Context: an optimization exercise on an open-source flow, tuned for small area. The choices shown serve that exercise and are no tape-out recipe. Where RTL was checked, it was by simulation tests only, not by an equivalence proof against the original. The clock port is modelled as an ideal driver; clocking choices that lean on that would not hold on a real chip. Power is estimated from default activity; no workload was simulated.

Design BusHarness, start of the top module:
module BusHarness(input clk, input reset,
    input [31:0] io_jtag_haddr,
    input  io_jtag_hwrite,
    input [2:0] io_jtag_hsize,
    input [2:0] io_jtag_hburst,
    input [3:0] io_jtag_hprot,
    input [1:0] io_jtag_htrans,
    input  io_jtag_hmastlock,
    input [31:0] io_jtag_hwdata,
    output[31:0] io_jtag_hrdata,
    output io_jtag_hready,
    output io_jtag_hresp,
    input [31:0] io_dmem_haddr,
    input  io_dmem_hwrite,
    input [2:0] io_dmem_hsize,
    input [2:0] io_dmem_hburst,
    input [3:0] io_dmem_hprot,
    input [1:0] io_dmem_htrans,
    input  io_dmem_hmastlock,
    input [31:0] io_dmem_hwdata,
    output[31:0] io_dmem_hrdata,
    output io_dmem_hready,
    output io_dmem_hresp,
    input [31:0] io_imem_haddr,
    input  io_imem_hwrite,
    input [2:0] io_imem_hsize,
    input [2:0] io_imem_hburst,
    input [3:0] io_imem_hprot,
    input [1:0] io_imem_htrans,
    input  io_imem_hmastlock,
    input [31:0] io_imem_hwdata,
    output[31:0] io_imem_hrdata,
    output io_imem_hready,
    output io_imem_hresp,
    output[31:0] io_uart_paddr,
    output io_uart_pwrite,
    output io_uart_psel,
    output io_uart_penable,
    output[31:0] io_uart_pwdata,
    input [31:0] io_uart_prdata,
    input  io_uart_pready,
    input  io_uart_pslverr,
    output[31:0] io_spi_paddr,
    output io_spi_pwrite,
    output io_spi_psel,
    output io_spi_penable,
    output[31:0] io_spi_pwdata,
    input [31:0] io_spi_prdata,
    input  io_spi_pready,
    input  io_spi_pslverr,
    output[31:0] io_i2c_paddr,
    output io_i2c_pwrite,
    output io_i2c_psel,
    output io_i2c_penable,
    output[31:0] io_i2c_pwdata,
    input [31:0] io_i2c_prdata,
    input  io_i2c_pready,
    input  io_i2c_pslverr,
    output[31:0] io_datamem_haddr,
    output io_datamem_hwrite,
    output[2:0] io_datamem_hsize,
    output[2:0] io_datamem_hburst,
    output[3:0] io_datamem_hprot,
    output[1:0] io_datamem_htrans,
    output io_datamem_hmastlock,
    output[31:0] io_datamem_hwdata,
    input [31:0] io_datamem_hrdata,
    output io_datamem_hsel,
    output io_datamem_hreadyin,
    input  io_datamem_hreadyout,
    input  io_datamem_hresp,
    output[31:0] io_codemem_haddr,
    output io_codemem_hwrite,
    output[2:0] io_codemem_hsize,
    output[2:0] io_codemem_hburst,
    output[3:0] io_codemem_hprot,
    output[1:0] io_codemem_htrans,
    output io_codemem_hmastlock,
    output[31:0] io_codemem_hwdata,
    input [31:0] io_codemem_hrdata,
    output io_codemem_hsel,
    output io_codemem_hreadyin,
    input  io_codemem_hreadyout,
    input  io_codemem_hresp
);
For scale: ~150 flip-flops.
Settings: LEC_CHECK=0, ABC_AREA=1, CAP_MARGIN=20, CORE_AREA=4 4 276 276, DIE_AREA=0 0 280 280, PLACE_DENSITY=0.6, SLEW_MARGIN=20; clock period 8.0 ns.
standard.sh (not shown) runs the stock make flow with config.mk's settings and CLKGATE_MAP_FILE= SYNTH_SCRIPT=/design/flow/synth_recipe.tcl, a recipe that flattens the netlist after the stock synthesis.
==> flow/flow/run.sh <==
#!/bin/bash
# Standard ORFS layout with three changes:
#  - ABC maps the logic with an area-oriented script (flow/abc_area.script, used in
#    place of ORFS's abc_area.script; flip-flop mapping is untouched),
#  - port buffers use the smallest buffer cell (buf_1),
#  - after CTS, each clock buffer that drives flip-flops is sized to the smallest
#    clkbuf that keeps its flip-flops' clock slew low (flow/post_cts.tcl).
set -euo pipefail
W=$(pwd)
rm -rf "$W/orfs_scripts"
cp -r "$FLOW_HOME/scripts" "$W/orfs_scripts"
cp "$W/flow/abc_area.script" "$W/orfs_scripts/abc_area.script"
export SCRIPTS_DIR="$W/orfs_scripts"
export BUFFER_PORTS_ARGS="-buffer_cell sky130_fd_sc_hd__buf_1"
export POST_CTS_TCL="$W/flow/post_cts.tcl"
bash standard.sh finish > flow_make.log 2>&1
==> flow/flow/abc_area.script <==
strash
dch
amap
strash
dch
amap
topo
==> flow/flow/post_cts.tcl <==
# Size each clock-tree buffer to the smallest clkbuf whose clock pins keep a low slew.
set clk_slew_target 0.105
set clk_cands {sky130_fd_sc_hd__clkbuf_4 sky130_fd_sc_hd__clkbuf_8 sky130_fd_sc_hd__clkbuf_16}
proc clk_sink_slew {inst} {
  set worst 0.0
  set out [get_pins -of_objects $inst -filter "direction == output"]
  foreach p [get_pins -of_objects [get_nets -of_objects $out] -filter "direction == input"] {
    set s [get_property $p slew_max]
    if {$s > $worst} { set worst $s }
  }
  return $worst
}
estimate_parasitics -placement
set leaves {}
foreach inst [get_cells clkbuf_*] {
  set out [get_pins -of_objects $inst -filter "direction == output"]
  set ff 0
  foreach p [get_pins -of_objects [get_nets -of_objects $out] -filter "direction == input"] {
    if {[get_property $p is_clock]} { incr ff }
  }
  # only buffers that drive flip-flops directly
  set is_leaf 1
  foreach p [get_pins -of_objects [get_nets -of_objects $out] -filter "direction == input"] {
    if {[string match "*clkbuf*" [get_property [get_cells -of_objects $p] ref_name]]} { set is_leaf 0 }
  }
  if {$is_leaf} { lappend leaves $inst }
}
foreach inst $leaves {
  set orig [get_property $inst ref_name]
  foreach c $clk_cands {
    replace_cell $inst $c
    estimate_parasitics -placement
    set s [clk_sink_slew $inst]
    if {$s <= $clk_slew_target || $c eq [lindex $clk_cands end]} {
      puts "clock buffer [get_full_name $inst]: $orig -> $c (sink slew [format %.3f $s])"
      break
    }
  }
}

# legalize after the size changes
detailed_placement
check_placement -verbose
Change:
--- a/flow/design.v
+++ b/flow/design.v
@@ -92,88 +92,88 @@
   assign io_m[2] = {io_imem_hmastlock, io_imem_hprot, io_imem_hburst, io_imem_hsize, io_imem_hwrite, io_imem_htrans, io_imem_haddr};
   wire [31:0] hw_m [0:2];
   assign hw_m[0] = io_jtag_hwdata;
   assign hw_m[1] = io_dmem_hwdata;
   assign hw_m[2] = io_imem_hwdata;
   wire [2:0]  s_rdy;
   wire [2:0]  s_resp;
   wire [31:0] s_rdata [0:2];
   reg  [2:0]   skb_valid;
   reg  [2:0]   dph [0:2];       
   reg  [W-1:0] buf_q [0:2];     
+  reg  [2:0]   tgt_q [0:2];     
   reg  [2:0] hold [0:2];
-  reg  [2:0] drop;               
-  wire [2:0] own [0:2];
+  reg  [2:0] own  [0:2];
   wire [2:0] hold_any;
   assign hold_any[0] = hold[0][0] | hold[1][0] | hold[2][0];
   assign hold_any[1] = hold[0][1] | hold[1][1] | hold[2][1];
   assign hold_any[2] = hold[0][2] | hold[1][2] | hold[2][2];
   wire [W-1:0] req_m [0:2];     
   wire [2:0]   sel   [0:2];     
   wire [2:0]   rdy_ms [0:2];    
   wire [2:0]   mrdy;            
   wire [2:0]   skid;
   wire         apb_hold;
   wire [2:0]   hrdyin;
   genvar m, s;
   generate
     for (m = 0; m < 3; m = m + 1) begin : g_m
       wire use_buf = skb_valid[m] | hold_any[m] | (apb_hold & own[0][m]);
       assign req_m[m] = use_buf ? buf_q[m] : io_m[m];
       wire act = io_m[m][33:32] != 2'b00;
       wire [2:0] dec_io;
       assign dec_io[0] = act & (io_m[m][31:28] == 4'h3);
       assign dec_io[1] = act & (io_m[m][31:28] == 4'h2);
       assign dec_io[2] = act & (io_m[m][31:28] == 4'h0);
-      assign sel[m] = skb_valid[m] ? dph[m] : dec_io;
+      assign sel[m] = skb_valid[m] ? tgt_q[m] : dec_io;
       for (s = 0; s < 3; s = s + 1) begin : g_s
-        assign own[s][m] = dph[m][s] & ~hold[s][m] & ~skb_valid[m] & ~drop[m];
-        assign rdy_ms[m][s] = s_rdy[s] & ~hold[s][m];
+        assign rdy_ms[m][s] = s_rdy[s] & (~hold[s][m] | own[s][m]);
       end
       assign mrdy[m] = ~(|dph[m]) | (|(dph[m] & rdy_ms[m]));
       assign skid[m] = (|dph[m]) & (|(sel[m] & ~rdy_ms[m]));
       assign hrdyin[m] = skb_valid[m] | mrdy[m];
       always @(posedge clk) begin
         buf_q[m] <= req_m[m];
+        if (~use_buf) tgt_q[m] <= dec_io;
         if (reset) begin
           skb_valid[m] <= 1'b0;
           dph[m] <= 3'b000;
-          drop[m] <= 1'b0;
         end else if (mrdy[m]) begin
           skb_valid[m] <= skid[m];
           dph[m] <= sel[m];
-          drop[m] <= ~(|dph[m]) & (|(sel[m] & ~s_rdy));
         end
       end
     end
   endgenerate
   wire [2:0] m_hready = ~skb_valid & mrdy;
   wire [2:0]   grant [0:2];     
   wire [W-1:0] s_req [0:2];
   wire [31:0]  s_hwdata [0:2];
   generate
     for (s = 0; s < 3; s = s + 1) begin : g_p
       wire [2:0] rq;
       assign rq[0] = (sel[0][s] & hrdyin[0]) | hold[s][0];
       assign rq[1] = (sel[1][s] & hrdyin[1]) | hold[s][1];
       assign rq[2] = (sel[2][s] & hrdyin[2]) | hold[s][2];
       assign grant[s][0] = rq[0];
       assign grant[s][1] = ~rq[0] & rq[1];
       assign grant[s][2] = ~rq[0] & ~rq[1] & rq[2];
       assign s_req[s] = ({W{grant[s][0]}} & req_m[0]) | ({W{grant[s][1]}} & req_m[1]) | ({W{grant[s][2]}} & req_m[2]);
       assign s_hwdata[s] = ({32{own[s][0]}} & hw_m[0]) | ({32{own[s][1]}} & hw_m[1]) | ({32{own[s][2]}} & hw_m[2]);
       always @(posedge clk) begin
         if (reset) begin
           hold[s] <= 3'b000;
+          own[s]  <= 3'b111;
         end else if (s_rdy[s]) begin
           hold[s] <= rq & ~grant[s];
+          own[s]  <= grant[s];
         end
       end
     end
   endgenerate
   wire [2:0] s_hsel;
   assign s_hsel[0] = |grant[0];
   assign s_hsel[1] = |grant[1];
   assign s_hsel[2] = |grant[2];
   generate
     for (m = 0; m < 3; m = m + 1) begin : g_r
       wire [2:0] rs = dph[m] & {own[2][m], own[1][m], own[0][m]};
Outcome: Global-route usage decreases by 3.7 points; power increases by 42%; critical path depth decreases by 7; core utilization increases by 0.94 points; die area does not change; synthesized area increases by 7.4%; wire length decreases by 15%; count of clock-buffer cells in the layout decreases by 1; final area increases by 4.6%; clock power increases by 5.1%; maximum frequency increases by 1.8%; sequential share of layout area increases by 1.7 points; worst setup slack gets better by 0.13 ns.
The RTL of the second run of this note was laid out without a check of its function.

==> separate check: timing with driven ports <==
Ports are ideal in the flow. The routed layouts listed here were re-timed in OpenROAD. Step 1, drivers: a clkbuf_16 drives clk and a buf_2 each remaining input, both assumed. Step 2 adds t to the input delays and takes it off the output delays; t is the mean of the earliest and latest rising clock arrival at the registers after step 1. Input paths then give back, and output paths get back, about the clock's delay inside the block. Slacks: no drivers / after step 1 / after step 2; pairs: no drivers / after step 1.
| run | t, ns | setup slack, ns | clock arrival spread, ns | worst slew at a driven data input, ns |
|---|---|---|---|---|
| the first run | 0.448 | 0.529 / 0.482 / 0.929 | 0.021 / 0.021 | 0.25 |
| the second run | 0.459 | 0.663 / 0.611 / 1.070 | 0.022 / 0.022 | 0.22 |
After both steps setup and hold are still met in every run listed.
